This is an optimization exercise on Yosys and OpenROAD, whose aim is small area, not a production implementation. Where RTL was checked, it was by simulation tests only, not by an equivalence proof against the original. The RTL of run 1 was laid out without a check of its function. Power is estimated from default activity; no workload was simulated.

### flow/run.sh
#!/bin/bash
# synth_recipe.tcl (not shown) runs the flow's synth.tcl, then flattens the netlist and writes it again
# the make line also repeats each setting of config.mk as NAME=value (left out here)
make -C /OpenROAD-flow-scripts/flow DESIGN_CONFIG=/design/flow/config.mk WORK_HOME=/design/flow/orfs CLKGATE_MAP_FILE= SYNTH_SCRIPT=/design/flow/synth_recipe.tcl finish
### flow/config.mk
export PLATFORM = sky130hd
export DESIGN_NAME = riscv
export DESIGN_NICKNAME = riscv
export VERILOG_FILES = /design/flow/design.v
export SDC_FILE = /design/flow/constraint.sdc
export NUM_CORES = 4
export LEC_CHECK = 0
export ABC_AREA = 1
export CAP_MARGIN = 20
export CORE_MARGIN = 2
export CORE_UTILIZATION = 45
export CTS_CLUSTER_DIAMETER = 100
export CTS_CLUSTER_SIZE = 24
export GPL_TIMING_DRIVEN = 0
export SETUP_SLACK_MARGIN = 0
export SLEW_MARGIN = 20
### flow/constraint.sdc
create_clock -name core_clock -period 10.0 [get_ports {clk}]
set_input_delay 2.0000 -clock core_clock [delete_from_list [all_inputs] [get_ports {clk}]]
set_output_delay 2.0000 -clock core_clock [all_outputs]
set_load 0.01 [all_outputs]
### flow/design.v
`timescale 1ns / 1ps
module riscv(
    input  wire        clk,
    input  wire        rst,
    input  wire [31:0] inst_i,
    output wire [31:0] inst_addr_o,
    output reg         inst_ce_o,
    input  wire [31:0] data_i,
    output wire        data_we_o,
    output wire        data_ce_o,
    output wire [31:0] data_addr_o,
    output wire [31:0] data_o
);
always @(posedge clk) inst_ce_o <= ~rst;
reg  [2:0]  ph;
reg         clr;           
reg  [31:2] pc;
reg  [31:0] res;           
reg  [31:0] adr;           
reg         cy;            
reg         cy2;           
reg         eqf;           
reg  [4:0]  sa;            
reg  [4:0]  sb;            
reg         wb_en, srl_p;
reg  [4:0]  wb_rd;
wire ph0 = (ph == 3'd0);
wire ph1 = (ph == 3'd1);
wire ph7 = (ph == 3'd7);
wire [6:0] op = inst_i[6:0];
wire [2:0] f3 = inst_i[14:12];
wire [6:0] f7 = inst_i[31:25];
wire [4:0] rd  = inst_i[11:7];
wire [4:0] rs1 = inst_i[19:15];
wire [4:0] rs2 = inst_i[24:20];
wire is_jal  = (op == 7'b1101111);
wire is_br   = (op == 7'b1100011) && (f3[1:0] == 2'b00);
wire is_lw   = (op == 7'b0000011) && (f3 == 3'b010);
wire is_sw   = (op == 7'b0100011) && (f3 == 3'b010);
wire is_addi = (op == 7'b0010011) && (f3 == 3'b000);
wire r_op    = (op == 7'b0110011);
wire r_f7z   = (f7 == 7'b0000000);
wire is_add  = r_op && r_f7z && (f3 == 3'b000);
wire is_sub  = r_op && (f7 == 7'b0100000) && (f3 == 3'b000);
wire is_sll  = r_op && r_f7z && (f3 == 3'b001);
wire is_xor  = r_op && r_f7z && (f3 == 3'b100);
wire is_srl  = r_op && r_f7z && (f3 == 3'b101);
wire is_or   = r_op && r_f7z && (f3 == 3'b110);
wire is_and  = r_op && r_f7z && (f3 == 3'b111);
wire writes  = (is_jal | is_lw | is_addi | is_add | is_sub | is_sll | is_xor |
                is_srl | is_or | is_and) && (rd != 5'd0);
wire sub_op  = is_sub | is_br;
wire [3:0] wdata;
wire [3:0] wd = clr ? 4'd0 : wdata;
wire [3:0] head [0:31];
assign head[0] = 4'd0;
genvar r;
generate for (r = 1; r < 32; r = r + 1) begin : g_rf
    reg [31:0] q;
    wire we = clr | (wb_en && wb_rd == r);
    assign head[r] = q[3:0];
    always @(posedge clk) q <= {(we ? wd : q[3:0]), q[31:4]};
end endgenerate
wire [3:0] ra = (clr | (wb_en && wb_rd == rs1)) ? wd : head[rs1];
wire [3:0] rb = (clr | (wb_en && wb_rd == rs2)) ? wd : head[rs2];
wire [31:0] pcw   = {pc, 2'b00};
wire [3:0]  pcnib = pcw[{ph, 2'b00} +: 4];
wire [31:0] immI  = {{20{inst_i[31]}}, inst_i[31:20]};
wire [31:0] immS  = {{20{inst_i[31]}}, inst_i[31:25], inst_i[11:7]};
wire [31:0] immB  = {{20{inst_i[31]}}, inst_i[7], inst_i[30:25], inst_i[11:8], 1'b0};
wire [31:0] immJ  = {{12{inst_i[31]}}, inst_i[19:12], inst_i[20], inst_i[30:21], 1'b0};
wire [3:0]  iInib = immI[{ph, 2'b00} +: 4];
wire [3:0]  iSnib = immS[{ph, 2'b00} +: 4];
wire [3:0] a = is_jal ? pcnib : ra;
wire [3:0] b = (is_addi | is_lw) ? iInib :
               is_sw ? iSnib :
               is_jal ? {1'b0, ph0, 2'b00} :
               (is_sll | is_srl) ? 4'd0 : rb;
wire       cin = ph0 ? sub_op : cy;
wire [4:0] sum = {1'b0, a} + {1'b0, (sub_op ? ~b : b)} + {4'd0, cin};
wire       zero_now = (sum[3:0] == 4'd0) & (ph0 | eqf);
wire       lt = (a[3] ^ b[3]) ? a[3] : sum[3];
wire       taken = is_jal | (is_br & (f3[2] ? lt : zero_now));
wire [4:0] s_cur = ph0 ? {1'b0, rb} : ph1 ? {rb[0], sa[3:0]} : sa;
wire [35:0] vv = {a, adr};
wire [2:0] lc = s_cur[4:2];
wire [1:0] lf = s_cur[1:0];
reg  [3:0]  lsel;                                        
always @(*) case (lc)
    3'd0: lsel = a;
    3'd1: lsel = adr[31:28];
    3'd2: lsel = adr[27:24];
    3'd3: lsel = adr[23:20];
    3'd4: lsel = adr[19:16];
    3'd5: lsel = adr[15:12];
    3'd6: lsel = adr[11:8];
    default: lsel = adr[7:4];
endcase
wire [3:0]  l_hi = (ph < lc) ? 4'd0 : lsel;
reg  [3:1]  l_h;
wire [3:1]  l_lo = (ph <= lc) ? 3'd0 : l_h;
wire [6:0]  l_cat = {l_hi, l_lo};
wire [3:0]  win_l = l_cat[3 - lf +: 4];
wire [4:0]  s_r = ph7 ? sa : sb;
reg  [3:0]  r_hi_raw;                                    
always @(*) case (s_r[4:2])
    3'd0: r_hi_raw = adr[7:4];
    3'd1: r_hi_raw = adr[11:8];
    3'd2: r_hi_raw = adr[15:12];
    3'd3: r_hi_raw = adr[19:16];
    3'd4: r_hi_raw = adr[23:20];
    3'd5: r_hi_raw = adr[27:24];
    3'd6: r_hi_raw = adr[31:28];
    default: r_hi_raw = a;
endcase
reg  [3:0]  r_h;
wire [3:0]  r_add = {1'b0, ph} + {1'b0, sb[4:2]};
wire [3:0]  r_hi = (r_add >= 4'd7) ? 4'd0 : r_hi_raw;
wire [3:0]  r_lo = (r_add >= 4'd8) ? 4'd0 : r_h;
wire [7:0]  r_cat = {r_hi, r_lo};
wire [3:0]  win_r = r_cat[sb[1:0] +: 4];
always @(posedge clk) begin
    l_h <= l_hi[3:1];
    r_h <= r_hi_raw;
end
wire [3:0] rnib = is_lw  ? 4'd0 :
                  is_sw  ? rb :
                  is_sll ? win_l :
                  is_xor ? (a ^ b) :
                  is_or  ? (a | b) :
                  is_and ? (a & b) : sum[3:0];
assign wdata = srl_p ? win_r : res[3:0];
always @(posedge clk) begin
    cy  <= sum[4];
    eqf <= zero_now;
    adr <= {((is_jal | is_br) ? sum2[3:0] : sum[3:0]), adr[31:4]};
    cy2 <= sum2[4];
    res[31:28] <= rnib | data_i[31:28];
    res[27:24] <= ((ph1 & is_sll & rb[0]) ? 4'd0 : res[31:28]) | data_i[27:24];
    res[23:0]  <= res[27:4] | data_i[23:0];
    if (ph0) sa[3:0] <= rb;
    if (ph1) sa[4] <= rb[0];
end
wire [31:0] immBJ = is_jal ? immJ : immB;
wire [3:0]  bjnib = immBJ[{ph, 2'b00} +: 4];
wire [4:0]  sum2  = {1'b0, pcnib} + {1'b0, bjnib} + {4'd0, ~ph0 & cy2};
wire [31:2] tgt   = {sum2[3:0], adr[31:6]};
wire [31:2] inc = pc + 30'd1;
always @(posedge clk) begin
    if (rst) begin
        ph    <= 3'd0;
        clr   <= 1'b1;
        pc    <= 30'd0;
        wb_en <= 1'b0;
        srl_p <= 1'b0;
    end else begin
        ph <= ph + 3'd1;
        if (ph7) begin
            clr   <= 1'b0;
            pc    <= taken ? tgt : inc;
            wb_en <= writes;
            wb_rd <= rd;
            srl_p <= is_srl;
            sb    <= s_cur;
        end
    end
end
assign inst_addr_o = {pc, 2'b00};
assign data_addr_o = {sum[3:0], adr[31:4]};
assign data_o      = {rnib, res[31:4]};
assign data_ce_o   = ph7 & (is_lw | is_sw);
assign data_we_o   = ph7 & is_sw;
endmodule
==> impl.org, run 1 <==
** Drt
- Wire length per cell after detailed routing :: 21.8 um
- Final Routed Wirelength :: 90.2 mm
- Total via count after detailed routing :: slightly above 20000
- For this block, the initial DRC count from the detailed router was 1546.
- The pre-antenna-repair detailed-routing pass consisted of 9 iterations.
- Detailed-route vias per instance :: 4.98
- Final antenna-violating net count :: 0
- DRC :: 0

** STA
- Period utilisation layout :: 95.9%
- At the pin with the least slew margin, the transition time is 1150 ps.
- After layout, the worst setup slack is 411 ps.
- Derived from the worst setup path, the maximum achievable clock frequency is 0.104 GHz.
- Setup violations remaining at the end of the flow were counted as 0.
- The number of hold-slack violations in the final timing report was 0.
- Worst Hold Margin :: a little over 300 ps
- Period minus WS final :: 9590 ps
- The final-report max-slew violation count was 0.
- Worst setup skew after layout :: 42.6 ps
- Headroom to the max-slew limit came out at 23.4%.

** Finish
- Of the cells placed in the final design, the portion with a size suffix greater than 1 is 8.28%.
- Area occupied by multi-input gates :: approximately 7800 um2
- The filler cells instantiated in the layout total 6348.
- At the end of the flow, the number of nets in the layout was 3275.
- The area growth from synthesis to layout is 14.8%.
- Across the whole layout, storage elements account for between 20000 and 25000 um2.
- Once layout is done, the placed cells without fillers occupy about 36000 um2.
- The finished layout holds 4137 standard cells, fillers aside.

** Logic synthesis
- A synthesized cell averages 10.7 um2.
- In the synthesized netlist, mux cells make up 0% of the area.
- By area the synthesized netlist is led by sky130_fd_sc_hd__dfxtp_1 (70%), sky130_fd_sc_hd__nand2_1 (5.6%), sky130_fd_sc_hd__o21ai_0 (3.3%).
- After Yosys synthesis, and, or, nand and nor cells account for 12.9% of the synthesized area.
- In the synthesized netlist, the number of instances is 2949.
- Number of enable-type register cells in the synthesized netlist :: 15
- The biggest area contributor in the post-synthesis netlist is sky130_fd_sc_hd__dfxtp_1.
- Sorting the synthesized cells by how often they occur yields sky130_fd_sc_hd__dfxtp_1 (1099), sky130_fd_sc_hd__nand2_1 (470), sky130_fd_sc_hd__inv_1 (259).
- For this run, the leading register cell type out of synthesis is sky130_fd_sc_hd__dfxtp_1.
- Synth Area in Compound Gates :: 8.85%
- The synthesized design contains 1114 register bits.
- Counting distinct cell types in the post-synthesis netlist gives 59.
- Synth Area in Adders :: 1.31%
- Combinational family with the most area after synthesis :: simple AND/OR/NAND/NOR gates
- Cell with the most instances after synthesis :: sky130_fd_sc_hd__dfxtp_1
- Xor-xnor portion of the synthesized cell area :: 0.777%
- After synthesis the cells add up to approximately 32000 um2.
- For this run, asynchronously set or reset flops after synthesis account for 0%.
- Sequential elements use 71.1% of the synthesized area.
- The share of synthesized area in the top cell type comes to 69.7%.
- Yosys warns :: 8

** Clocking
- The clock drives 1114 sinks.
- For the worst-skew pair, the clock arrives at the later sink with an insertion delay of about 660 ps.
- Clock root buffer master :: sky130_fd_sc_hd__clkbuf_16
- Clock-pin slew was measured on the worst setup and hold paths at 100 ps.
- TritonCTS built the clock tree.
- The clock passes through at most 3 buffers.
- Cts bufs inserted :: 54
- Number of H-tree levels :: 2

** GRT
- Entering global routing, the biggest net connects 26 pins.
- Met2 routing resource usage after global routing :: about two fifths
- The number of global-route vias before repair came to 19560.
- The first global-routing pass estimated ~130 mm of wire.
- In the global route stage, overall resource usage came out at 24.8%.
- met2 is the most crowded layer.
- Met1 Track Usage GR :: 34.7%
- The number of antenna violations at the first check in global routing is 8.
- In the global route stage, met3 resource usage came out at 3.34%.
- For this run the aggregate overflow at the end of global routing stands at 0.

** Setup path
- Worst-path fanout max :: 10
- Counting stages on the worst path, the most repeated cell is sky130_fd_sc_hd__nand2_1.
- Worst-path cell with the longest stage delay :: sky130_fd_sc_hd__clkdlybuf4s50_1
- Worst setup SP type :: input port
- The largest single stage delay on the critical path is approximately 470 ps.
- Start-to-end type of the worst setup path :: in2out
- Arrival @ worst endpoint :: 7590 ps
- The number of buffers and inverters on the critical path is 8.
- STA classifies the critical path endpoint as an output pin.
- STA puts the critical path data required time at 8000 ps.
- Top Family by Delay on Critical Path :: simple AND/OR/NAND/NOR gates

** Placement
- Once detailed placement completed, the half-perimeter wirelength came to between 60 and 70 mm.
- Prior to clock tree synthesis, the placed netlist has a worst setup slack of -1100 ps.
- Dpl cell area :: 34300 um2
- Input and output buffers added on the ports amount to 159.
- Including well taps, the total number of placed cells is 4049.
- At the end of routability-driven placement, the weighted congestion stood at 0.980.

** Die
- IO Count :: 165
- Total die area :: around 72000 um2
- Die height :: 269 um
- Initial Utilization :: between 40% and 50%
- After floorplanning, the core was divided into between 90 and 100 placement rows.
- Measured along the x axis, the die boundary spans 269 um.
- Floorplan core area :: 69800 um2

** Outcome
- The flow ran to the end and the layout has no timing, DRC or antenna violations.

** Power
- Total power divided by cell area :: 197 nW/um2
- Leakage power of the design :: around 14 nW
- Across the VDD grid, the largest voltage drop is 0.188 mV.
- Overall power consumption :: 0.00714 W

** Flow run
- Across the run, the number of max-cap violations was 0.

** Hold path
- The min-delay analysis places its worst path in the category reg2reg.
-- final timing paths --
check	start	to	slack [ps]	cells past startpoint
setup / recovery	inst_i[19]	data_o[28]	410	42
hold / removal	g_rf[15].q[6]	g_rf[15].q[2]	300	0
setup reg to reg	ph[0]	pc[15]	2830	52
hold reg to reg	g_rf[15].q[6]	g_rf[15].q[2]	300	0
-- final cells by class --
cell class / instances / share of cell area [%]
clock buffers: 56 / 3.78
repair buffers: 173 / 4.69
well taps: 940 / 3.25
inverters: 275 / 2.86
flip-flops and latches: 1114 / 62.0
plain buffers: 95 / 1.52
multi-input cells: 1466 / 21.5
diodes: 8 / 0.0552
clock inverters: 10 / 0.414
-- power breakdown --
part	internal, W	total, W	switching, W
Combinational	0.0000987	0.000284	0.000185
Clock	0.00100	0.00234	0.00134
Sequential	0.00449	0.00452	0.0000285
Total	0.00559	0.00714	0.00155
-- flip-flops by register name, indices dropped and copies added (netlist names) --
signal / cells
srl_p: 1
cy2: 1
inst_ce_o: 1
wb_rd: 5
adr: 28
sb: 5
clr: 1
l_h: 3
ph: 3
eqf: 1
pc: 30
res: 32
g_rf.q: 992
wb_en: 1
sa: 5
r_h: 4
cy: 1
-- routing by layer --
layer | vias to the layer above | share of wire, %
met5 | - | 0.028
met4 | 4 | 2.9
met3 | 127 | 5.8
met2 | 612 | 45
met1 | 9871 | 46
li1 | 10005 | -
-- cells by family after synthesis --
group,count (synthesis)
AOI/OAI and AO/OA,476
xor gates and xnor gates,28
adders and majority gates,30
buffers and inverters,370
DFF,1114
other,1
and+or+nand+nor,930
-- cells in the final DEF (no fill, tap or decap), drive strengths merged, types with 13 or more instances in the layout --
cell type,count
o21ai,241
nor3,24
clkdlybuf4s50,147
nand4,52
a21oi,96
o22ai,42
o211ai,14
nor4,16
nand3,111
buf,72
xor2,19
edfxtp,15
clkbuf,97
inv,272
nand2,486
a221oi,27
nor2,204
dfxtp,1099
clkinv,13
ha,25
or2,29
-- what timing repair did --
action | 4_1_cts | 5_1_grt
resized for setup | 53 | 53
setup endpoints to repair | 6 | 5
hold buffers | 0 | 0
pin swaps | 4 | 8
buffers inserted | 8 | 6
-- metrics by stage --
step	util [%]	setup TNS [ps]
after floorplan	-	0
after global placement	49.2	-4480
after detailed placement	49.2	-4350
after CTS	51.7	0
after global routing	51.9	-29.5
final	51.9	0
==> run 2: changes to the inputs <==
--- a/flow/design.v
+++ b/flow/design.v
@@ -22,7 +22,7 @@
 reg         eqf;           
 reg  [4:0]  sa;            
 reg  [4:0]  sb;            
-reg         wb_en, srl_p;
+reg         wb_en, ld_p, st_p, srl_p;
 reg  [4:0]  wb_rd;
 wire ph0 = (ph == 3'd0);
 wire ph1 = (ph == 3'd1);
@@ -111,7 +111,7 @@
     3'd4: r_hi_raw = adr[23:20];
     3'd5: r_hi_raw = adr[27:24];
     3'd6: r_hi_raw = adr[31:28];
-    default: r_hi_raw = a;
+    default: r_hi_raw = 4'd0;    
 endcase
 reg  [3:0]  r_h;
 wire [3:0]  r_add = {1'b0, ph} + {1'b0, sb[4:2]};
@@ -121,7 +121,7 @@
 wire [3:0]  win_r = r_cat[sb[1:0] +: 4];
 always @(posedge clk) begin
     l_h <= l_hi[3:1];
-    r_h <= r_hi_raw;
+    r_h <= (s_r[4:2] == 3'd7) ? a : r_hi_raw;
 end
 wire [3:0] rnib = is_lw  ? 4'd0 :
                   is_sw  ? rb :
@@ -129,15 +129,15 @@
                   is_xor ? (a ^ b) :
                   is_or  ? (a | b) :
                   is_and ? (a & b) : sum[3:0];
-assign wdata = srl_p ? win_r : res[3:0];
+assign wdata = srl_p ? win_r : (res[3:0] | data_i[3:0]);
 always @(posedge clk) begin
     cy  <= sum[4];
     eqf <= zero_now;
     adr <= {((is_jal | is_br) ? sum2[3:0] : sum[3:0]), adr[31:4]};
     cy2 <= sum2[4];
-    res[31:28] <= rnib | data_i[31:28];
-    res[27:24] <= ((ph1 & is_sll & rb[0]) ? 4'd0 : res[31:28]) | data_i[27:24];
-    res[23:0]  <= res[27:4] | data_i[23:0];
+    res[31:28] <= rnib;
+    res[27:24] <= ((ph1 & is_sll & rb[0]) ? 4'd0 : res[31:28]) | data_i[31:28];
+    res[23:0]  <= res[27:4] | data_i[27:4];
     if (ph0) sa[3:0] <= rb;
     if (ph1) sa[4] <= rb[0];
 end
@@ -152,6 +152,8 @@
         clr   <= 1'b1;
         pc    <= 30'd0;
         wb_en <= 1'b0;
+        ld_p  <= 1'b0;
+        st_p  <= 1'b0;
         srl_p <= 1'b0;
     end else begin
         ph <= ph + 3'd1;
@@ -159,6 +161,8 @@
             clr   <= 1'b0;
             pc    <= taken ? tgt : inc;
             wb_en <= writes;
+            ld_p  <= is_lw;
+            st_p  <= is_sw;
             wb_rd <= rd;
             srl_p <= is_srl;
             sb    <= s_cur;
@@ -166,8 +170,8 @@
     end
 end
 assign inst_addr_o = {pc, 2'b00};
-assign data_addr_o = {sum[3:0], adr[31:4]};
-assign data_o      = {rnib, res[31:4]};
-assign data_ce_o   = ph7 & (is_lw | is_sw);
-assign data_we_o   = ph7 & is_sw;
+assign data_addr_o = adr;
+assign data_o      = res;
+assign data_ce_o   = ph0 & (ld_p | st_p);
+assign data_we_o   = ph0 & st_p;
 endmodule
--- a/flow/config.mk
+++ b/flow/config.mk
@@ -9,8 +9,9 @@
 export CAP_MARGIN = 20
 export CORE_MARGIN = 2
 export CORE_UTILIZATION = 45
-export CTS_CLUSTER_DIAMETER = 100
-export CTS_CLUSTER_SIZE = 24
+export CTS_BUF_LIST = sky130_fd_sc_hd__clkbuf_8
+export CTS_CLUSTER_DIAMETER = 80
+export CTS_CLUSTER_SIZE = 16
 export GPL_TIMING_DRIVEN = 0
 export SETUP_SLACK_MARGIN = 0
 export SLEW_MARGIN = 20
==> impl.org, run 2 <==
** Placement
- The estimated wirelength of the detail-placed design came to 71.1 mm (+2.6%).
- The placement-stage cell area came to 34400 um2 (about the same).
- Number of buffers added on ports :: 160 (+0.63%)
- The number of cells in the design after placement came to 4058 (+0.22%).
- The routability-driven placement congestion ratio came to 0.978 (-0.24%).

** Logic synthesis
- The number of warnings reported in the yosys synthesis log came to 1 (-7).
- Sequential fraction of the synthesis area :: 71.5% (+0.37 points)
- Asr flop ratio synth :: 0% (unchanged)
- Commonest cells in the synthesized netlist :: sky130_fd_sc_hd__dfxtp_1 (1105), sky130_fd_sc_hd__nand2_1 (523), sky130_fd_sc_hd__inv_1 (280)
- Summed over all instances, the cell type with the most area after synthesis is sky130_fd_sc_hd__dfxtp_1.
- The area share of the largest cell type after synthesis is 70.1% (+0.37 points).
- The count of unique library cells instantiated by Yosys is 69 (+17%).
- Most used flip-flop cell after synthesis :: sky130_fd_sc_hd__dfxtp_1
- Sorting the synthesized cells by area gives the leading types as sky130_fd_sc_hd__dfxtp_1 (70%), sky130_fd_sc_hd__nand2_1 (6.2%), sky130_fd_sc_hd__o21ai_0 (3.9%).
- The register bit total from synthesis is 1120 (+0.54%).
- Mapped Cells :: 2956 (+0.24%)
- Cell with the most instances after synthesis :: sky130_fd_sc_hd__dfxtp_1
- Average size of a mapped cell :: 10.7 um2 (-0.22%)
- Netlist Area Pre-Place :: 31600 um2 (about the same)
- Number of enable-type register cells in the synthesized netlist :: 15 (unchanged)

** Flow run
- Max cap viols :: 0 (unchanged)

** STA
- The shortest clock period the worst path allows after layout was 7450 ps (-2140 ps).
- The setup skew after layout is 44.9 ps (+2.30 ps).
- The pin slew with the least headroom to its limit is 1040 ps (-108 ps).
- The total setup violations reported at the end of the flow was 0 (unchanged).
- The number of hold-slack violations in the final timing report came to 0 (unchanged).
- Remaining max-slew budget at the tightest pin :: 30.6% (+7.2 points)
- The final critical-path share of the clock period is 74.5% (-21 points).
- The peak clock frequency supported by timing was 0.134 GHz (+29%).
- The sum of negative setup slack is 0 ps (unchanged).
- Setup repair after global routing left no endpoint under its margin.
- The final-report max-slew violation count came to 0 (unchanged).

** Power
- The total internal power came to 0.00542 W (-3.0%).
- Clock group share of total power :: 31.0% (-1.8 points)
- Logic gate share of total power :: 3.9% (about the same)
- The net switching share of the total power was 22.3% (+0.54 points).
- The reported net switching power is 0.00155 W (+0.12%).
- Share of power burned in registers :: 65.1% (+1.8 points)
- The power density over cell area is 195 nW/um2 (-0.90%).
- The static leakage was 14.3 nW (-1.5%).
- The largest vdd supply drop is 0.198 mV (+5.5%).

** Finish
- Share of final-layout standard cells stronger than drive strength 1 :: 6.37% (-1.9 points)
- Post-synthesis to final-layout area growth :: 13.2%
- Number of flip-flops in the largest register :: 992 (unchanged)
- Most frequent cells in the layout :: sky130_fd_sc_hd__dfxtp_1 (1105), sky130_fd_sc_hd__nand2_1 (523), sky130_fd_sc_hd__inv_1 (282)
- The net count reported at finish was 3298 (+0.70%).
- The area occupied by registers came to 22600 um2 (+0.53%).
- The area of combinational cells with multiple inputs is 7570 um2 (-2.7%).
- Leaving out fill and tap cells, the most frequent cell in the layout is sky130_fd_sc_hd__dfxtp_1.
- The count of fill cells added during filler insertion is 6374 (+0.41%).
- The number of standard cells in the final layout excluding fillers was 4164 (+0.65%).
- Largest register by flop count :: g_rf.q
- Leading registers by flop count :: g_rf.q (992), adr (32), res (32)
- The final design area excluding fillers came to 35700 um2 (-1.4%).

** Outcome
- Result of the run :: timing/DRC/antenna clean

** Clocking
- Clock tree from TritonCTS :: done
- The number of buffers added to fix hold violations after cts came to 0 (unchanged).
- Clock root buffer master :: sky130_fd_sc_hd__clkbuf_8
- Reg clk slew, reported paths :: 90 ps (about the same)
- The source-to-sink clock delay at the later pin of the worst-skew pair came to 730 ps (+70 ps).
- Number of instances resized during post-cts repair :: 0 (-100%)
- Clock net sink count :: 1120 (+0.54%)
- Number of H-tree levels :: 3 (+1)
- The post-CTS setup buffer count is 0 (-8).
- The number of buffers inserted during clock tree synthesis came to 82 (+52%).
- The maximum clock insertion buffer count was 3 (unchanged).

** Drt
- The number of optimization iterations in the first detailed-route pass was 5 (-4).
- The via density per instance was 4.97 (-0.34%).
- Final antenna-violating net count :: 0 (unchanged)
- The final routed wire length divided by cell count came to 21.9 um (+0.44%).
- Final Routed Wirelength :: 91.2 mm (+1.1%)
- Total via count after detailed routing :: 20682 (+0.31%)
- The number of DRC markers in iteration 0 came to 1716 (+11%).
- The count of unresolved DRC violations after routing came to 0 (unchanged).

** Setup path
- The largest driver fanout on the critical path is 10 (unchanged).
- The largest individual stage delay along the critical path comes from the cell sky130_fd_sc_hd__clkdlybuf4s50_1.
- Top Family by Delay on Critical Path :: simple AND/OR/NAND/NOR gates
- Worst setup SP type :: input port
- The total buffers and inverters traversed by the critical path was 7 (-1).
- Arrival @ worst endpoint :: 8040 ps (+450 ps)
- Setup crit end kind :: register
- The data required time of the critical path came to 10590 ps (+2590 ps).
- Top cell by count, worst path :: sky130_fd_sc_hd__inv_1
- Slowest cell delay on critical path :: 680 ps (+210 ps)
- The worst setup path is of the in2reg kind.

** GRT
- Met2 routing resource usage after global routing :: 39.3% (-0.64 points)
- First-pass GRT wire length :: 131 mm (+0.93%)
- Peak-usage layer in the global routing report :: met2
- Initial antenna violation count :: 6 (-2)
- Met1 Track Usage GR :: 35.1% (+0.36 points)
- Via count of the first global-routing pass :: 19884 (+1.7%)
- The pin count of the biggest net entering global routing is 20 (-23%).
- The combined global-route utilization of all metal layers came to 25.1% (+0.32 points).
- Met3 routing resource usage after global routing :: 4.08% (+0.74 points)
- The remaining global-route overflow is 0 (unchanged).

** Die
- The count of boundary I/O pins is 165 (unchanged).
- Cell Rows :: 97 (unchanged)
- Die Wd :: 269 um (about the same)
- Floorplan core area :: 69800 um2 (unchanged)
- The starting density of the core is 45.2% (about the same).
- Die height :: 269 um (about the same)
- Total die area :: 72300 um2 (about the same)

** Hold path
- Path category of the worst min-delay check :: reg2reg
-- run 2: cell count changes after synthesis, sizes merged, moves of 9 or more --
cell,change
nand3,-9
inv,+18
buf,-33
nor2,-11
o21ai,+10
a21oi,-22
nand2,+54
a221oi,-22
nor3,+16
o22ai,+17
-- run 2: stage by stage --
| step | hold slack (ps) | setup slack (ps) | power (W) | utilization (%) |
|---|---|---|---|---|
| CTS | 308 | 2870 | 0.00705 | 51.2 |
| floorplan | 310 | 4480 | 0.00478 | - |
| global placement | 309 | 2010 | 0.00491 | 49.2 |
| detailed placement | 312 | 2070 | 0.00491 | 49.2 |
| global route | 305 | 2460 | 0.00725 | 51.2 |
| finish | 310 | 2550 | 0.00698 | 51.2 |
-- run 2: per-layer routing --
metal,vias up,routed length (um)
li1,10016,-
met1,9900,42600
met2,601,40600
met3,159,4800
met4,6,3170
met5,-,35
-- run 2: logic make-up (layout without fill, tap and decap cells) --
family,count (synthesis),in the layout,synth area share [%]
AOI/OAI and AO/OA,463,463,8.50
xor gates and xnor gates,28,28,0.777
adders and majority gates,30,30,1.31
buffers and inverters,347,608,4.54
DFF,1120,1120,71.5
muxes,2,2,0.0674
other,1,8,0.0119
and+or+nand+nor,965,965,13.3
-- run 2: worst paths after layout --
check	from	to	slack, ps	cells past startpoint
worst min register to register	g_rf[29].q[22]	g_rf[29].q[18]	310	0
worst max-delay path	inst_i[15]	pc[8]	2550	26
worst min-delay path	g_rf[29].q[22]	g_rf[29].q[18]	310	0
worst max register to register	ph[1]	pc[8]	3190	28
-- run 2: layout make-up --
type / count / share of cell area [%]
Tap cell: 940 / 3.29
Multi-Input combinational cell: 1490 / 21.2
Clock buffer: 84 / 3.24
Timing Repair Buffer: 161 / 4.50
Sequential cell: 1120 / 63.2
Inverter: 290 / 3.08
Buffer: 57 / 0.935
Clock inverter: 16 / 0.532
Antenna cell: 6 / 0.0420
-- run 2: power groups by stage --
stage | clock, W | sequential (W) | combinational (W)
after floorplan | 0 | 0.00464 | 0.000146
after global placement | 0 | 0.00464 | 0.000265
after detailed placement | 0 | 0.00464 | 0.000267
after CTS | 0.00224 | 0.00454 | 0.000269
after global routing | 0.00241 | 0.00455 | 0.000294
final | 0.00217 | 0.00454 | 0.000273
-- run 2: worst reg2reg max path: cells and delay by family, from the launching register on --
kind / cells / cell delay, ps
flip-flops: 1 / 430
AO/OA/AOI/OAI: 9 / 1840
XOR/XNOR: 2 / 760
buffers and inverters: 7 / 1650
AND/OR/NAND/NOR: 8 / 1030
adder cells (fa/ha/maj): 2 / 960
==> run 3: changes to the inputs <==
--- a/flow/config.mk
+++ b/flow/config.mk
@@ -9,9 +9,8 @@
 export CAP_MARGIN = 20
 export CORE_MARGIN = 2
 export CORE_UTILIZATION = 45
-export CTS_BUF_LIST = sky130_fd_sc_hd__clkbuf_8
-export CTS_CLUSTER_DIAMETER = 80
-export CTS_CLUSTER_SIZE = 16
+export CTS_CLUSTER_DIAMETER = 100
+export CTS_CLUSTER_SIZE = 24
 export GPL_TIMING_DRIVEN = 0
 export SETUP_SLACK_MARGIN = 0
 export SLEW_MARGIN = 20
==> impl.org, run 3 <==
** GRT
- Global-route total usage across every layer :: 24.9% (-0.19 points)
- Largest net degree at the start of global routing :: 26 (+30%)
- The remaining global-route overflow was 0 (unchanged).
- The number of global-route vias before repair is 19684 (-1.0%).
- Initial antenna violation count :: 4 (-2)
- First-pass GRT wire length :: 131 mm (-0.32%)
- The met2 track demand over resource is 39.4% (+0.13 points).
- Met1 Track Usage GR :: 35.0% (-0.15 points)
- Met3 routing resource usage after global routing :: 3.93% (-0.16 points)
- After global routing, the most crowded layer is met2.

** Setup path
- The largest driver fanout on the critical path was 10 (unchanged).
- The worst setup path is launched from an input port.
- The worst setup path is captured at a register.
- The critical path's largest stage delay is 680 ps (about the same).
- Count of buffering cells on the critical path with inverters included :: 7 (unchanged)
- Top cell by count, worst path :: sky130_fd_sc_hd__inv_1
- The data required time of the critical path is 10510 ps (-80 ps).
- Arrival @ worst endpoint :: 7950 ps (-90 ps)
- The kind of cell with the highest combined delay along the critical path is simple AND/OR/NAND/NOR gates.
- Start-to-end type of the worst setup path :: in2reg
- The slowest stage of the critical path belongs to the cell sky130_fd_sc_hd__clkdlybuf4s50_1.

** Flow run
- The number of maximum-capacitance violations is 0 (unchanged).

** Finish
- Leading registers by flop count :: g_rf.q (992), adr (32), res (32)
- Cell area after layout :: 35900 um2 (+0.60%)
- The library cell used most frequently in the layout, excluding fill and tap cells, is sky130_fd_sc_hd__dfxtp_1.
- More flip-flops sit in one register than any other, and that register is g_rf.q.
- From synthesis to final layout, the design area changed by 13.9%.
- Most frequent cells in the layout :: sky130_fd_sc_hd__dfxtp_1 (1105), sky130_fd_sc_hd__nand2_1 (523), sky130_fd_sc_hd__inv_1 (280)
- The net count reported at finish came to 3271 (-0.82%).
- Number of flip-flops in the largest register :: 992 (unchanged)
- Fill cell instance count of the final layout :: 6325 (-0.77%)
- The ratio of cells with drive above 1 in the final layout came to 5.43% (-0.94 points).

** Outcome
- The run finished with no timing, DRC or antenna violations.

** Logic synthesis
- After synthesis, the cell types taking the most area are sky130_fd_sc_hd__dfxtp_1 (70%), sky130_fd_sc_hd__nand2_1 (6.2%), sky130_fd_sc_hd__o21ai_0 (3.9%).
- The number of flops mapped to enable cells by yosys came to 15 (unchanged).
- The area share of the largest cell type after synthesis is 70.1% (unchanged).
- After synthesis, the most frequently instantiated cells are sky130_fd_sc_hd__dfxtp_1 (1105), sky130_fd_sc_hd__nand2_1 (523), sky130_fd_sc_hd__inv_1 (280).
- The sequential element share of the synthesized area was 71.5% (unchanged).
- The number of cells produced by synthesis came to 2956 (unchanged).
- Summed over all instances, the cell type with the most area after synthesis is sky130_fd_sc_hd__dfxtp_1.
- The fraction of synthesis flops using an asynchronous set or reset pin came to 0% (unchanged).
- The post-synthesis area per instance was 10.7 um2 (unchanged).
- The netlist area before placement came to 31600 um2 (unchanged).
- The number of warnings reported in the yosys synthesis log was 1 (unchanged).
- The register bit total from synthesis came to 1120 (unchanged).
- The count of unique library cells instantiated by Yosys was 69 (unchanged).
- Among all flip-flop cells after synthesis, the most frequent one is sky130_fd_sc_hd__dfxtp_1.
- Cell with the most instances after synthesis :: sky130_fd_sc_hd__dfxtp_1

** Drt
- Number of DRC markers after the initial detailed-route iteration :: 1671 (-2.6%)
- The via density per instance was 4.95 (-0.25%).
- Wire length per cell after detailed routing :: 22.0 um (+0.42%)
- The number of optimization iterations in the first detailed-route pass is 5 (unchanged).
- The final wirelength is 90.8 mm (-0.36%).
- Total via count after detailed routing :: 20472 (-1.0%)
- Final antenna-violating net count :: 0 (unchanged)
- DRC :: 0 (unchanged)

** Clocking
- The number of H-tree levels is 2 (-1).
- The number of buffers inserted during clock tree synthesis came to 55 (-33%).
- Reg clk slew, reported paths :: 90 ps (about the same)
- Number of instances resized during post-cts repair :: 0 (unchanged)
- TritonCTS built the clock tree.
- The number of buffers added to fix hold violations after cts is 0 (unchanged).
- The number of clock sinks came to 1120 (unchanged).
- The source-to-sink clock delay at the later pin of the worst-skew pair is 660 ps (-70 ps).
- The post-CTS setup buffer count was 0 (unchanged).
- Clock tree synthesis selected as its root buffer the cell sky130_fd_sc_hd__clkbuf_16.
- The maximum clock insertion buffer count is 3 (unchanged).

** STA
- The number of hold-slack violations in the final timing report is 0 (unchanged).
- Final sum of negative setup slack :: 0 ps (unchanged)
- The pin slew with the least headroom to its limit came to 1080 ps (+43.6 ps).
- Setup repair after global routing left no endpoint under its margin.
- Max-slew violations :: 0 (unchanged)
- The final critical-path share of the clock period came to 74.5% (about the same).
- The relative slew slack came to 27.7% (-2.9 points).
- The setup skew after layout came to 38.1 ps (-6.77 ps).
- Final number of setup-violating endpoints :: 0 (unchanged)
- The shortest clock period the worst path allows after layout came to 7450 ps (-3.80 ps).
- Fmax :: 0.134 GHz (about the same)

** Power
- The largest vdd supply drop came to 0.183 mV (-7.4%).
- The clock power share was 33.1% (+2.1 points).
- Overall power consumption :: 0.00719 W (+3.1%)
- Cell internal power dissipation :: 0.00563 W (+3.9%)
- Leakage power of the design :: 14.3 nW (+0.43%)
- Switching Power :: 0.00156 W (+0.30%)
- Share of power burned in registers :: 63.1% (-2.0 points)
- Total power divided by cell area :: 200 nW/um2 (+2.5%)
- The share of total power in combinational logic came to 3.8% (about the same).
- The net switching share of the total power is 21.7% (-0.60 points).

** Hold path
- The worst hold path belongs to the class reg2reg.

** Placement
- Detail Placement HPWL :: 71.1 mm (unchanged)
- Number of buffers added on ports :: 160 (unchanged)
- Routability cong. :: 0.978 (unchanged)
- Dpl cell area :: 34400 um2 (unchanged)

** Die
- The number of core rows was 97 (unchanged).
- IO Count :: 165 (unchanged)
- The starting density of the core is 45.2% (unchanged).
- The core area is 69800 um2 (unchanged).
- The y dimension of the die is 269 um (unchanged).
- Total die area :: 72300 um2 (unchanged)
- Die Wd :: 269 um (unchanged)
-- run 3: cell types whose count changed in the layout (fill, tap and decap cells not counted), sizes merged --
cell	before	now
diode	6	5
inv	298	293
clkinv	6	7
clkinvlp	1	0
clkbuf	116	91
bufinv	1	0
-- run 3: stage by stage --
stage	utilization [%]	instances	hold WS, ps	worst slack [ps]
after detailed placement	49.2	4058	312	2070
after global placement	49.2	4057	309	2010
after global routing	51.5	4127	317	2330
after CTS	51.5	4127	322	2750
final	51.5	4132	318	2550
after floorplan	-	2957	310	4480
-- run 3: layer usage --
layer / up-vias / part of all wire (%)
li1: 9973 / -
met1: 9807 / 47
met2: 555 / 45
met3: 133 / 5.3
met4: 4 / 3.1
met5: - / 0.037
-- run 3: cell families (layout without fill, tap and decap cells) --
group,after synthesis,in the layout,synth area share [%]
DFF,1120,1120,71.5
AOI/OAI and AO/OA,463,463,8.50
buffers and inverters,347,577,4.54
xor gates and xnor gates,28,28,0.777
other,1,7,0.0119
muxes,2,2,0.0674
adders and majority gates,30,30,1.31
and+or+nand+nor,965,965,13.3
-- run 3: worst reg2reg max path, delay by kind of cell, from the launching register on --
family	cells	cell delay [ps]
and+or+nand+nor	8	1030
AOI/OAI and AO/OA	9	1860
adders and majority gates	2	960
DFF	1	430
xor gates and xnor gates	2	750
buffers and inverters	7	1660
-- run 3: path summary, 6_finish.rpt --
| path | slack (ps) | start | cells past startpoint | end |
|---|---|---|---|---|
| worst min-delay path | 320 | g_rf[28].q[21] | 0 | g_rf[28].q[17] |
| worst min register to register | 320 | g_rf[28].q[21] | 0 | g_rf[28].q[17] |
| worst max register to register | 3160 | ph[1] | 28 | pc[8] |
| worst max-delay path | 2550 | inst_i[15] | 26 | pc[8] |
-- run 3: cell type report --
| type | count | area (um2) | area share (%) |
|---|---|---|---|
| Sequential cell | 1120 | 22600 | 62.8 |
| Inverter | 290 | 1100 | 3.06 |
| Clock inverter | 10 | 160 | 0.446 |
| Timing Repair Buffer | 161 | 1610 | 4.47 |
| Clock buffer | 59 | 1400 | 3.90 |
| Tap cell | 940 | 1180 | 3.27 |
| Multi-Input combinational cell | 1490 | 7570 | 21.1 |
| Antenna cell | 5 | 12.5 | 0.0348 |
| Buffer | 57 | 334 | 0.930 |
-- run 3: power by group through the flow --
stage	combinational (W)	clock (W)	sequential (W)
finish	0.000272	0.00238	0.00454
global route	0.000294	0.00261	0.00455
CTS	0.000269	0.00245	0.00454
global placement	0.000265	0	0.00464
detailed placement	0.000267	0	0.00464
floorplan	0.000146	0	0.00464
==> run 4: changes to the inputs <==
==> flow/flow/run.sh (new file) <==
#!/bin/bash
# The standard layout (standard.sh), except that:
#  - synthesis maps the logic with an area-only ABC script
#    (flow/abc_area.script) in place of ORFS's abc_area.script; everything
#    else in synthesis is ORFS's unchanged, so the registers keep the
#    standard synthesis's names and cells;
#  - clock tree synthesis inserts no dummy loads and clusters up to 24 sinks.
set -euo pipefail
W=$(pwd)
rm -rf "$W/scripts_mod"
cp -r "$FLOW_HOME/scripts" "$W/scripts_mod"
cp "$W/flow/abc_area.script" "$W/scripts_mod/abc_area.script"
SCRIPTS_DIR="$W/scripts_mod" bash "$W/standard.sh" synth > "$W/synth.log" 2>&1
export CTS_ARGS="-sink_clustering_enable -repair_clock_nets -dont_use_dummy_load -sink_clustering_size 24 -sink_clustering_max_diameter 100"
bash "$W/standard.sh" finish > "$W/layout.log" 2>&1
==> flow/flow/abc_area.script (new file) <==
strash
dch -f
map -a
topo
==> flow/standard.sh (new file) <==
#!/bin/bash
# synth_recipe.tcl (not shown) runs the flow's synth.tcl, then flattens the netlist and writes it again
# the make line also repeats each setting of config.mk as NAME=value (left out here)
make -C /OpenROAD-flow-scripts/flow DESIGN_CONFIG=/design/flow/config.mk WORK_HOME=/design/flow/orfs CLKGATE_MAP_FILE= SYNTH_SCRIPT=/design/flow/synth_recipe.tcl "${@:-finish}"
--- a/flow/config.mk
+++ b/flow/config.mk
@@ -9,8 +9,6 @@
 export CAP_MARGIN = 20
 export CORE_MARGIN = 2
 export CORE_UTILIZATION = 45
-export CTS_CLUSTER_DIAMETER = 100
-export CTS_CLUSTER_SIZE = 24
 export GPL_TIMING_DRIVEN = 0
 export SETUP_SLACK_MARGIN = 0
 export SLEW_MARGIN = 20
removed: flow/run.sh
==> impl.org, run 4 <==
** Finish
- Share of final-layout standard cells stronger than drive strength 1 :: 4.40% (-1.0 points)
- Most frequent cells in the layout :: sky130_fd_sc_hd__dfxtp_1 (1102), sky130_fd_sc_hd__nand2_1 (320), sky130_fd_sc_hd__o21ai_0 (223)
- The area growth from synthesis to layout is 14.3%.
- The final design area excluding fillers came to 34600 um2 (-3.6%).
- The net count reported at finish was 2962 (-9.4%).
- More flip-flops sit in one register than any other, and that register is g_rf.q.
- The number of flip-flops in the largest register came to 992 (unchanged).
- The utilization after layout came to 51.8% (+0.27 points).
- In the final layout, the registers with the most flip-flops are g_rf.q (992), adr (32), res (32).
- The library cell used most frequently in the layout, excluding fill and tap cells, is sky130_fd_sc_hd__dfxtp_1.

** Power
- The sequential share of power is 64.6% (+1.5 points).
- Cell internal power dissipation :: 0.00558 W (-1.0%)
- Switch share :: 20.7% (-0.93 points)
- Leakage power of the design :: 12.9 nW (-10%)
- Total power divided by cell area :: 203 nW/um2 (+1.5%)
- Switching Power :: 0.00146 W (-6.4%)
- The share of total power in combinational logic is 3.3% (-0.5 points).
- Worst supply voltage drop on vdd :: 0.177 mV (-3.4%)
- Clock group share of total power :: 32.0% (-1.1 points)

** Die
- Die Wd :: 264 um (-2.0%)
- Initial Utilization :: 45.3% (+0.063 points)
- The core area is 66900 um2 (-4.1%).
- The number of core rows is 95 (-2.1%).
- The area enclosed by the die boundary is 69400 um2 (-3.9%).
- Die height :: 264 um (-2.0%)
- The count of boundary I/O pins is 165 (unchanged).

** Clocking
- The post-CTS setup buffer count is 0 (unchanged).
- The number of H-tree levels came to 2 (unchanged).
- Worst-Skew Late Latency :: 660 ps (about the same)
- Reg clk slew, reported paths :: 90 ps (about the same)
- Buffer depth of the longest clock path :: 3 (unchanged)
- The root buffer cell chosen for the clock tree is sky130_fd_sc_hd__clkbuf_16.
- Number of buffers inserted for hold repair after clock tree synthesis :: 0 (unchanged)
- The number of clock sinks came to 1120 (unchanged).
- Cts bufs inserted :: 55 (unchanged)
- Clock tree from TritonCTS :: done

** GRT
- Global-route total usage across every layer :: 22.9% (-2.0 points)
- Via count of the first global-routing pass :: 18259 (-7.2%)
- Grt ovf :: 0 (unchanged)
- First-pass GRT wire length :: 118 mm (-9.7%)
- Largest net degree at the start of global routing :: 45 (+73%)
- The number of antenna violations at the first check in global routing is 5 (+1).

** Setup path
- The startpoint identified for the worst register-to-register timing path is ph[2].
- Worst-path fanout max :: 41 (+31)
- Worst setup SP type :: input port
- STA classifies the critical path endpoint as a register.
- The critical path's largest stage delay was 860 ps (+180 ps).
- Cell depth of the worst flop-to-flop path :: 36 (+29%)
- Endpoint of the worst-slack reg-to-reg timing path :: pc[15]
- The data required time of the critical path was 10520 ps (about the same).
- Among all stages on the critical path, the largest delay is contributed by sky130_fd_sc_hd__clkdlybuf4s50_1.
- Top cell by count, worst path :: sky130_fd_sc_hd__clkinv_1
- The worst-case register-to-register setup slack is 900 ps (-2260 ps).
- The arrival time of the worst setup path came to 9920 ps (+1970 ps).
- The critical path is of the in2reg type.

** Logic synthesis
- The number of cells produced by synthesis is 2635 (-11%).
- The sequential element share of the synthesized area is 74.5% (+3.0 points).
- By count the netlist is led by sky130_fd_sc_hd__dfxtp_1 (1105), sky130_fd_sc_hd__nand2_1 (320), sky130_fd_sc_hd__o21ai_0 (226).
- Number of enable-type register cells in the synthesized netlist :: 15 (unchanged)
- The netlist area before placement is 30300 um2 (-4.0%).
- Asr flop ratio synth :: 0% (unchanged)
- Average size of a mapped cell :: 11.5 um2 (+7.7%)
- Flip-flop and latch count after synthesis :: 1120 (unchanged)
- The area share of the largest cell type after synthesis came to 73.0% (+2.9 points).
- Synth cell types :: 43 (-38%)
- Cell with the most instances after synthesis :: sky130_fd_sc_hd__dfxtp_1
- Among all flip-flop cells after synthesis, the most frequent one is sky130_fd_sc_hd__dfxtp_1.
- Yosys attributes the largest share of cell area to sky130_fd_sc_hd__dfxtp_1 (73%), sky130_fd_sc_hd__nand2_1 (4.0%), sky130_fd_sc_hd__o21ai_0 (3.7%).
- The number of warnings reported in the yosys synthesis log was 1 (unchanged).
- The synthesized design spends more area on one cell type than any other, namely sky130_fd_sc_hd__dfxtp_1.

** Placement
- The estimated wirelength of the detail-placed design was 60.8 mm (-15%).
- Dpl cell area :: 33200 um2 (-3.3%)
- The routability-driven placement congestion ratio came to 0.938 (-4.0%).
- Number of buffers added on ports :: 162 (+1.3%)

** Hold path
- End of the worst hold path :: g_rf[21].q[9]
- The number of stages on the worst hold path was 0 (unchanged).
- The path class of the tightest hold or removal check is reg2reg.
- Worst min-delay path startpoint :: g_rf[21].q[13]

** STA
- Worst setup skew after layout :: 105 ps (+67.0 ps)
- Fin. Hold Viols :: 0 (unchanged)
- Fmax :: 0.106 GHz (-21%)
- Actual slew at the worst max-slew pin :: 1090 ps (+7.26 ps)
- Period utilisation layout :: 94.0% (+20 points)
- Setup repair after global routing left no endpoint under its margin.
- The total setup violations reported at the end of the flow is 0 (unchanged).
- The shortest clock period the worst path allows after layout came to 9400 ps (+1950 ps).
- The relative slew slack came to 27.0% (-0.75 points).
- The final-report max-slew violation count came to 0 (unchanged).
- The sum of negative setup slack came to 0 ps (unchanged).

** Drt
- The met1 routed wirelength after detailed routing is 37.7 mm (-11%).
- The routed length on met3 came to 4.63 mm (-3.3%).
- The highest layer touched by signal routing is met5.
- DRC :: 0 (unchanged)
- Final antenna-violating net count :: 0 (unchanged)
- Final Routed Wirelength :: 81.0 mm (-11%)
- Count of TritonRoute iterations in the first routing pass :: 6 (+1)
- WL met2 :: 35.6 mm (-12%)
- The final routed wire length divided by cell count was 21.7 um (-1.4%).
- Number of DRC markers after the initial detailed-route iteration :: 1288 (-23%)
- Detailed-route vias per instance :: 5.16 (+4.1%)
- The total vias in the final route is 19279 (-5.8%).

** Flow run
- Max cap viols :: 0 (unchanged)

** Outcome
- Result of the run :: timing/DRC/antenna clean
[run 4: changes by cell type in the layout (fill, tap and decap cells not counted), moves of 36 or more]
cell                       delta
sky130_fd_sc_hd__a21oi_1     +36
sky130_fd_sc_hd__a22oi_1     +86
sky130_fd_sc_hd__clkinv_1   +207
sky130_fd_sc_hd__inv_1      -280
sky130_fd_sc_hd__nand2_1    -203
sky130_fd_sc_hd__nand3_1     -65
[run 4: worst max-delay path by stage]
stage	from	slack, ps	depth (start not counted)	end
finish	inst_i[19]	600	30	pc[15]
global route	inst_i[19]	100	31	pc[3]
CTS	ph[0]	140	36	pc[15]
detailed placement	ph[0]	-1610	33	pc[3]
global placement	data_i[0]	-10540	22	pc[7]
floorplan	ph[0]	140	36	pc[3]
[run 4: worst max-delay path: cells and delay by family]
kind | cells | cell delay [ps]
AO/OA/AOI/OAI | 12 | 2620
buffers and inverters | 8 | 2290
AND/OR/NAND/NOR | 9 | 2560
adder cells (fa/ha/maj) | 1 | 400
[run 4: stage by stage]
step / instances / setup WS, ps / hold WS, ps / total power (W)
floorplan: 2636 / 136 / 310 / 0.00475
global placement: 3671 / -10540 / 310 / 0.00488
detailed placement: 3682 / -1610 / 312 / 0.00488
CTS: 3737 / 145 / 275 / 0.00710
global route: 3737 / 96.8 / 270 / 0.00728
finish: 3738 / 601 / 269 / 0.00704
[run 4: cell type report]
cell class / count / area, um2
diodes: 1 / 2.50
plain buffers: 2 / 15.0
clock buffers: 55 / 1380
fillers: 5888 / 32300
inverters: 214 / 825
multi-input cells: 1300 / 6990
flip-flops and latches: 1120 / 22600
well taps: 873 / 1090
repair buffers: 173 / 1770
[run 4: cell families (layout without fill, tap and decap cells)]
family	after synthesis	count (layout)	share of synthesized area, %
adder cells (fa/ha/maj)	30	30	1.36
buffers and inverters	216	444	2.70
XOR/XNOR	30	30	0.867
AND/OR/NAND/NOR	666	666	9.07
AO/OA/AOI/OAI	572	572	11.5
other	1	3	0.0124
flip-flops	1120	1120	74.5
[run 4: power by group through the flow]
stage / Clock, W / Sequential [W] / Combinational (W)
after floorplan: 0 / 0.00464 / 0.000112
after detailed placement: 0 / 0.00465 / 0.000231
final: 0.00225 / 0.00455 / 0.000235
after global routing: 0.00247 / 0.00455 / 0.000254
after global placement: 0 / 0.00465 / 0.000228
after CTS: 0.00232 / 0.00455 / 0.000233
[run 4: timing repair]
action | in CTS | in global routing
endpoints found under the setup margin | 38 | 21
pin swaps | 0 | 0
gates resized for setup | 7 | 6
[run 4: metal layers]
| metal | GRT usage, % | vias up |
|---|---|---|
| met1 | 31.7 | 9200 |
| li1 | - | 9282 |
| met3 | 3.79 | 151 |
| met5 | 0 | - |
| met4 | 8.23 | 6 |
| met2 | 36.3 | 640 |
==> run 5: changes to the inputs <==
==> flow/flow/run.sh (replaced) <==
#!/bin/bash
# The standard layout (standard.sh), except that:
#  - synthesis maps the logic with an area-only ABC script
#    (flow/abc_area.script) in place of ORFS's abc_area.script; everything
#    else in synthesis is ORFS's unchanged, so the registers keep the
#    standard synthesis's names and cells;
#  - clock tree synthesis inserts no dummy loads and clusters up to 24 sinks;
#  - every input and output port still gets its own buffer, but a
#    sky130_fd_sc_hd__buf_1 rather than the buffer buffer_ports picks itself.
set -euo pipefail
W=$(pwd)
rm -rf "$W/scripts_mod"
cp -r "$FLOW_HOME/scripts" "$W/scripts_mod"
cp "$W/flow/abc_area.script" "$W/scripts_mod/abc_area.script"
SCRIPTS_DIR="$W/scripts_mod" bash "$W/standard.sh" synth > "$W/synth.log" 2>&1
export BUFFER_PORTS_ARGS="-buffer_cell sky130_fd_sc_hd__buf_1"
export CTS_ARGS="-sink_clustering_enable -repair_clock_nets -dont_use_dummy_load -sink_clustering_size 24 -sink_clustering_max_diameter 100"
bash "$W/standard.sh" finish > "$W/layout.log" 2>&1
==> impl.org, run 5 <==
** Clocking
- TritonCTS built the clock tree.
- The clock input transition at the sequential cells of the worst setup and hold paths is 90 ps (about the same).
- The number of clock sinks was 1120 (unchanged).
- Clock root buffer master :: sky130_fd_sc_hd__clkbuf_16
- The maximum clock insertion buffer count came to 3 (unchanged).
- The number of buffers added to fix hold violations after cts came to 0 (unchanged).
- Number of H-tree levels :: 2 (unchanged)
- The source-to-sink clock delay at the later pin of the worst-skew pair was 620 ps (-40 ps).
- The post-CTS setup buffer count is 0 (unchanged).
- Cts bufs inserted :: 53 (-3.6%)

** Power
- Switch share :: 20.6% (-0.14 points)
- The largest vdd supply drop is 0.155 mV (-12%).
- Total power divided by cell area :: 207 nW/um2 (+1.9%)
- The reported net switching power came to 0.00143 W (-1.9%).
- Logic gate share of total power :: 2.9% (-0.4 points)
- Overall power consumption :: 0.00695 W (-1.2%)
- Cell internal power dissipation :: 0.00552 W (-1.1%)
- Leakage power of the design :: 12.4 nW (-3.5%)
- The clock power share came to 31.6% (-0.4 points).
- Share of power burned in registers :: 65.4% (+0.8 points)

** Setup path
- Required time of the critical path :: 10440 ps (-80 ps)
- Register-to-register path setup slack :: 910 ps (about the same)
- Top cell by count, worst path :: sky130_fd_sc_hd__clkinv_1
- Slowest cell delay on critical path :: 810 ps (-50 ps)
- The largest driver fanout on the critical path came to 41 (unchanged).
- Worst-path cell with the longest stage delay :: sky130_fd_sc_hd__a2111oi_0
- Start-to-end type of the worst setup path :: in2reg
- The total buffers and inverters traversed by the critical path was 7 (-1).
- Worst setup SP type :: input port
- The kind of cell with the highest combined delay along the critical path is simple AND/OR/NAND/NOR gates.
- Setup crit end kind :: register
- The arrival time of the worst setup path is 9590 ps (-330 ps).

** Logic synthesis
- Number of enable-type register cells in the synthesized netlist :: 15 (unchanged)
- Cell types with the largest area share after synthesis :: sky130_fd_sc_hd__dfxtp_1 (73%), sky130_fd_sc_hd__nand2_1 (4.0%), sky130_fd_sc_hd__o21ai_0 (3.7%)
- Commonest cells in the synthesized netlist :: sky130_fd_sc_hd__dfxtp_1 (1105), sky130_fd_sc_hd__nand2_1 (320), sky130_fd_sc_hd__o21ai_0 (226)
- The area share of xor/xnor cells in the synthesized design came to 0.867% (unchanged).
- For this run, the leading register cell type out of synthesis is sky130_fd_sc_hd__dfxtp_1.
- The number of warnings reported in the yosys synthesis log is 1 (unchanged).
- The post-synthesis mux area share was 0% (unchanged).
- Mapped Cells :: 2635 (unchanged)
- Combinational family with the most area after synthesis :: compound AO/OA/AOI/OAI gates
- Flip-flop and latch count after synthesis :: 1120 (unchanged)
- Asr flop ratio synth :: 0% (unchanged)
- The sequential element share of the synthesized area is 74.5% (unchanged).
- Cell with the most instances after synthesis :: sky130_fd_sc_hd__dfxtp_1
- Share of the synthesized area in the top cell type :: 73.0% (unchanged)
- Synth Area in Adders :: 1.36% (unchanged)
- Netlist Area Pre-Place :: 30300 um2 (unchanged)
- The largest total area in the synthesized netlist belongs to sky130_fd_sc_hd__dfxtp_1.
- Synth cell types :: 43 (unchanged)
- Post-synthesis simple-gate area fraction :: 9.07% (unchanged)
- Average size of a mapped cell :: 11.5 um2 (unchanged)
- Synth Area in Compound Gates :: 11.5% (unchanged)

** Drt
- The total vias in the final route is 19264 (-0.078%).
- The via density per instance is 5.15 (about the same).
- The post-route antenna net violation count is 0 (unchanged).
- The final routed wire length divided by cell count came to 20.9 um (-3.7%).
- DRC :: 0 (unchanged)
- Count of TritonRoute iterations in the first routing pass :: 6 (unchanged)
- Number of DRC markers after the initial detailed-route iteration :: 1613 (+25%)
- Final Routed Wirelength :: 78.0 mm (-3.7%)

** Finish
- The number of standard cells in the final layout excluding fillers is 3737 (-0.027%).
- Post-synthesis to final-layout area growth :: 10.8%
- Fill cell instance count of the final layout :: 6026 (+2.3%)
- The ratio of cells with drive above 1 in the final layout is 4.26% (-0.14 points).
- Most frequent cells in the layout :: sky130_fd_sc_hd__dfxtp_1 (1102), sky130_fd_sc_hd__nand2_1 (320), sky130_fd_sc_hd__o21ai_0 (221)
- The register with the most flip-flops in the final layout is g_rf.q.
- The largest registers in the layout are g_rf.q (992), adr (32), res (32).
- The number of flip-flops in the largest register was 992 (unchanged).
- Cell area after layout :: 33600 um2 (-3.1%)
- The library cell used most frequently in the layout, excluding fill and tap cells, is sky130_fd_sc_hd__dfxtp_1.
- NumNets Final :: 2959 (-0.10%)

** Hold path
- The tightest min-delay check is of the reg2reg type.

** STA
- Worst setup skew after layout :: 56.7 ps (-48.5 ps)
- Final number of setup-violating endpoints :: 0 (unchanged)
- The final critical-path share of the clock period came to 91.5% (-2.5 points).
- The number of hold-slack violations in the final timing report came to 0 (unchanged).
- Setup repair after global routing missed its margin :: false
- Max-slew violations :: 0 (unchanged)
- Final critical-path setup slack :: 848 ps (+247 ps)
- The pin slew with the least headroom to its limit is 1250 ps (+156 ps).
- Final sum of negative setup slack :: 0 ps (unchanged)
- Remaining max-slew budget at the tightest pin :: 16.5% (-10 points)
- The peak clock frequency supported by timing is 0.109 GHz (+2.7%).
- The shortest clock period the worst path allows after layout is 9150 ps (-247 ps).

** GRT
- The remaining global-route overflow came to 0 (unchanged).
- Via count of the first global-routing pass :: 18099 (-0.88%)
- First-pass GRT wire length :: 115 mm (-2.5%)
- The pin count of the biggest net entering global routing was 45 (unchanged).
- Initial antenna violation count :: 4 (-1)
- The combined global-route utilization of all metal layers was 22.1% (-0.81 points).

** Die
- Total die area :: 69400 um2 (unchanged)
- The die boundary width came to 264 um (unchanged).
- The number of core rows came to 95 (unchanged).
- IO Count :: 165 (unchanged)
- Floorplan core area :: 66900 um2 (unchanged)
- Initial Utilization :: 45.3% (unchanged)
- The y dimension of the die was 264 um (unchanged).

** Placement
- Dpl cell area :: 32200 um2 (-3.1%)
- Post-placement setup slack :: -1820 ps (-212 ps)
- The estimated wirelength of the detail-placed design was 58.3 mm (-4.0%).
- The number of port buffers was 162 (unchanged).
- The number of cells in the design after placement is 3680 (-0.054%).
- The routability-driven placement congestion ratio came to 0.987 (+5.1%).

** Outcome
- The flow ran to the end and the layout has no timing, DRC or antenna violations.

** Flow run
- Max cap viols :: 0 (unchanged)
-- run 5: cells by family after synthesis --
group	after synthesis
compound gates	572
simple gates	666
xor+xnor	30
fa+ha+maj	30
buf+inv	216
other cells	1
flops	1120
-- run 5: final timing paths --
check | from | cells after the start | end
setup / recovery | inst_i[19] | 30 | pc[3]
hold / removal | g_rf[15].q[6] | 0 | g_rf[15].q[2]
hold reg to reg | g_rf[15].q[6] | 0 | g_rf[15].q[2]
setup reg to reg | ph[0] | 37 | pc[3]
-- run 5: repair_timing --
| item | in CTS | in global routing |
|---|---|---|
| gates resized for setup | 9 | 4 |
| hold endpoints to repair | 0 | 0 |
| setup endpoints to repair | 37 | 26 |
-- run 5: power groups by stage --
stage | sequential [W] | clock [W] | combinational (W)
detailed placement | 0.00465 | 0 | 0.000199
global route | 0.00455 | 0.00242 | 0.000223
finish | 0.00455 | 0.00220 | 0.000204
CTS | 0.00455 | 0.00227 | 0.000200
floorplan | 0.00464 | 0 | 0.000112
global placement | 0.00465 | 0 | 0.000196
-- run 5: final cells by class --
class,count,area [um2],share of cell area (%)
diodes,3,7.51,0.0224
plain buffers,2,15.0,0.0447
clock buffers,53,1330,3.95
inverters,214,823,2.45
multi-input cells,1300,7000,20.8
flip-flops and latches,1120,22600,67.2
well taps,873,1090,3.25
repair buffers,172,739,2.20
-- run 5: stage by stage --
stage | util, % | hold slack (ps)
6_report | 50.2 | 309
3_5_place_dp | 48.1 | 312
5_1_grt | 50.2 | 311
2_1_floorplan | - | 310
4_1_cts | 50.1 | 313
3_3_place_gp | 47.8 | 309
-- run 5: per-layer routing --
metal	track usage (%)	wire (um)
met5	0	23
met4	6.78	2460
met3	3.58	4560
met2	35.3	34700
met1	30.9	36200
==> run 6: changes to the inputs <==
==> flow/flow/run.sh (replaced) <==
#!/bin/bash
# The standard layout (standard.sh), except that:
#  - synthesis maps the logic with an area-only ABC script
#    (flow/abc_area.script) in place of ORFS's abc_area.script; everything
#    else in synthesis is ORFS's unchanged, so the registers keep the
#    standard synthesis's names and cells;
#  - clock tree synthesis inserts no dummy loads and clusters up to 16 sinks, buffered with sky130_fd_sc_hd__clkbuf_8;
#  - every input and output port still gets its own buffer, but a
#    sky130_fd_sc_hd__buf_1 rather than the buffer buffer_ports picks itself.
set -euo pipefail
W=$(pwd)
rm -rf "$W/scripts_mod"
cp -r "$FLOW_HOME/scripts" "$W/scripts_mod"
cp "$W/flow/abc_area.script" "$W/scripts_mod/abc_area.script"
SCRIPTS_DIR="$W/scripts_mod" bash "$W/standard.sh" synth > "$W/synth.log" 2>&1
export BUFFER_PORTS_ARGS="-buffer_cell sky130_fd_sc_hd__buf_1"
export CTS_ARGS="-sink_clustering_enable -repair_clock_nets -dont_use_dummy_load -sink_clustering_size 16 -sink_clustering_max_diameter 80 -buf_list sky130_fd_sc_hd__clkbuf_8"
bash "$W/standard.sh" finish > "$W/layout.log" 2>&1
==> impl.org, run 6 <==
** Setup path
- Worst setup SP type :: register
- Counting stages on the worst path, the most repeated cell is sky130_fd_sc_hd__clkinv_1.
- Start-to-end type of the worst setup path :: reg2reg
- Worst-path cell with the longest stage delay :: sky130_fd_sc_hd__dfxtp_4
- Cell depth of the worst flop-to-flop path :: 37 (unchanged)
- Slowest cell delay on critical path :: 590 ps (-220 ps)
- Endpoint of the worst-slack reg-to-reg timing path :: pc[3]

** Clocking
- The clock input transition at the sequential cells of the worst setup and hold paths is 90 ps (about the same).
- The number of buffers inserted during clock tree synthesis was 81 (+53%).
- Clock tree from TritonCTS :: done
- The source-to-sink clock delay at the later pin of the worst-skew pair came to 710 ps (+90 ps).

** STA
- The shortest clock period the worst path allows after layout was 9110 ps (-44.2 ps).
- The final critical-path share of the clock period came to 91.1% (-0.44 points).
- Max-slew violations :: 0 (unchanged)
- The peak clock frequency supported by timing was 0.110 GHz (+0.49%).
- Fin. Hold Viols :: 0 (unchanged)

** Die
- Floorplan core area :: 66900 um2 (unchanged)
- The y dimension of the die is 264 um (unchanged).
- Initial Utilization :: 45.3% (unchanged)

** Finish
- Leading registers by flop count :: g_rf.q (992), adr (32), res (32)
- The final design area excluding fillers was 33400 um2 (-0.62%).
- The utilization after layout was 49.9% (-0.31 points).
- Fill cell instance count of the final layout :: 6043 (+0.28%)
- Leaving out fill and tap cells, the most frequent cell in the layout is sky130_fd_sc_hd__dfxtp_1.

** Logic synthesis
- Cell with the most instances after synthesis :: sky130_fd_sc_hd__dfxtp_1
- Most used flip-flop cell after synthesis :: sky130_fd_sc_hd__dfxtp_1
- The commonest cells after synthesis are sky130_fd_sc_hd__dfxtp_1 (1105), sky130_fd_sc_hd__nand2_1 (320), sky130_fd_sc_hd__o21ai_0 (226).
- Mapped Cells :: 2635 (unchanged)
- Largest area contributor in the synthesized netlist :: sky130_fd_sc_hd__dfxtp_1
- Number of enable-type register cells in the synthesized netlist :: 15 (unchanged)
- Sequential fraction of the synthesis area :: 74.5% (unchanged)
- The fraction of synthesis flops using an asynchronous set or reset pin came to 0% (unchanged).
- Average size of a mapped cell :: 11.5 um2 (unchanged)
- Share of the synthesized area in the top cell type :: 73.0% (unchanged)

** Placement
- The placement-stage cell area came to 32200 um2 (unchanged).

** Hold path
- The worst hold path terminates at g_rf[25].q[21].

** Drt
- Number of DRC markers after the initial detailed-route iteration :: 1592 (-1.3%)
- Final Routed Wirelength :: 78.3 mm (+0.31%)
- The final routed wire length divided by cell count was 20.8 um (-0.46%).
- The via density per instance is 5.12 (-0.58%).

** Power
- The net switching share of the total power was 21.3% (+0.72 points).
- The share of total power in combinational logic came to 3.0% (about the same).
- Leakage power of the design :: 12.3 nW (-0.57%)
- The largest vdd supply drop is 0.209 mV (+35%).
- Clock group share of total power :: 29.5% (-2.1 points)

** GRT
- The number of global-route vias before repair is 18298 (+1.1%).
- The wire length of the first global-routing pass is 116 mm (+0.62%).
- The pin count of the biggest net entering global routing was 45 (unchanged).

** Outcome
- Result of the run :: timing/DRC/antenna clean
run 6: stage by stage:
| stage | setup slack, ps | hold slack, ps | setup TNS [ps] | instances |
|---|---|---|---|---|
| after detailed placement | -1820 | 312 | -50470 | 3680 |
| after global placement | -10300 | 309 | -552760 | 3671 |
| after global routing | 88.4 | 298 | 0 | 3764 |
| after CTS | 116 | 297 | 0 | 3761 |
| after floorplan | 136 | 310 | 0 | 2636 |
| final | 892 | 297 | 0 | 3766 |
run 6: timing repair:
item,4_1_cts,5_1_grt
pin swaps,0,0
resized for setup,9,4
endpoints found under the setup margin,37,26
buffers inserted,0,0
run 6: kinds of logic (layout without fill, tap and decap cells):
kind of cell | count (synthesis) | after routing | synth area share [%]
DFF | 1120 | 1120 | 74.5
and+or+nand+nor | 666 | 666 | 9.07
AOI/OAI and AO/OA | 572 | 572 | 11.5
buffers and inverters | 216 | 469 | 2.70
adders and majority gates | 30 | 30 | 1.36
xor gates and xnor gates | 30 | 30 | 0.867
other | 1 | 6 | 0.0124
run 6: worst max-delay path, delay by kind of cell, from the launching register on:
family                   cells  cell delay [ps]
AND/OR/NAND/NOR              9             1880
AO/OA/AOI/OAI               14             3080
adder cells (fa/ha/maj)      3              960
buffers and inverters       10             2170
XOR/XNOR                     1              260
flip-flops                   1              590
run 6: power by group through the flow:
stage          sequential (W)  clock [W]  combinational (W)
3_5_place_dp          0.00465          0           0.000199
4_1_cts               0.00455    0.00207           0.000200
5_1_grt               0.00455    0.00223           0.000223
3_3_place_gp          0.00465          0           0.000196
6_report              0.00455    0.00199           0.000203
2_1_floorplan         0.00464          0           0.000112
run 6: layout make-up:
class | count | area, um2 | share of cell area, %
Sequential cell | 1120 | 22600 | 67.7
Multi-Input combinational cell | 1300 | 7000 | 21.0
Clock buffer | 81 | 1110 | 3.34
Tap cell | 873 | 1090 | 3.27
Inverter | 214 | 823 | 2.47
Timing Repair Buffer | 172 | 739 | 2.22
Buffer | 2 | 15.0 | 0.0450
Antenna cell | 4 | 10.0 | 0.0300
run 6: metal layers:
metal	wire length [um]	part of all wire (%)	vias up	GRT usage (%)
li1	-	-	9310	-
met1	36200	46	9122	30.8
met2	35000	45	733	35.3
met3	4760	6.1	131	3.98
met4	2310	2.9	4	7.80
met5	26	0.033	-	0
run 6: worst max-delay path by stage:
stage,from,endpoint,slack (ps),depth (start not counted)
floorplan,ph[0],pc[3],140,36
global placement,data_i[0],pc[25],-10300,22
detailed placement,ph[0],pc[21],-1820,35
CTS,ph[1],pc[3],120,32
global route,ph[0],pc[3],90,37
finish,ph[0],pc[3],890,37

separate check: timing with driven ports:
In the flow no input, the clock included, has a driving cell. The finished layouts below were timed again as built, in two steps. Step 1, drivers: a clkbuf_16 drives clk and a buf_2 each remaining input, both assumed. Step 2 also shifts input and output timing later by t, the mid clock arrival at the registers, as if the neighbouring blocks saw the same clock. Three values: ideal, step 1, step 2; two values: the first two.
run	t, ns	setup WS [ns]
run 1	0.705	0.411 / 0.265 / 0.265
run 2	0.774	2.550 / 2.511 / 1.737
run 3	0.708	2.554 / 2.533 / 1.825
run 4	0.675	0.601 / 0.622 / -0.053
run 5	0.656	0.848 / 0.852 / 0.196
run 6	0.729	0.892 / 0.892 / 0.309
With both steps, setup timing fails in run 4, where it was met with ideal ports.
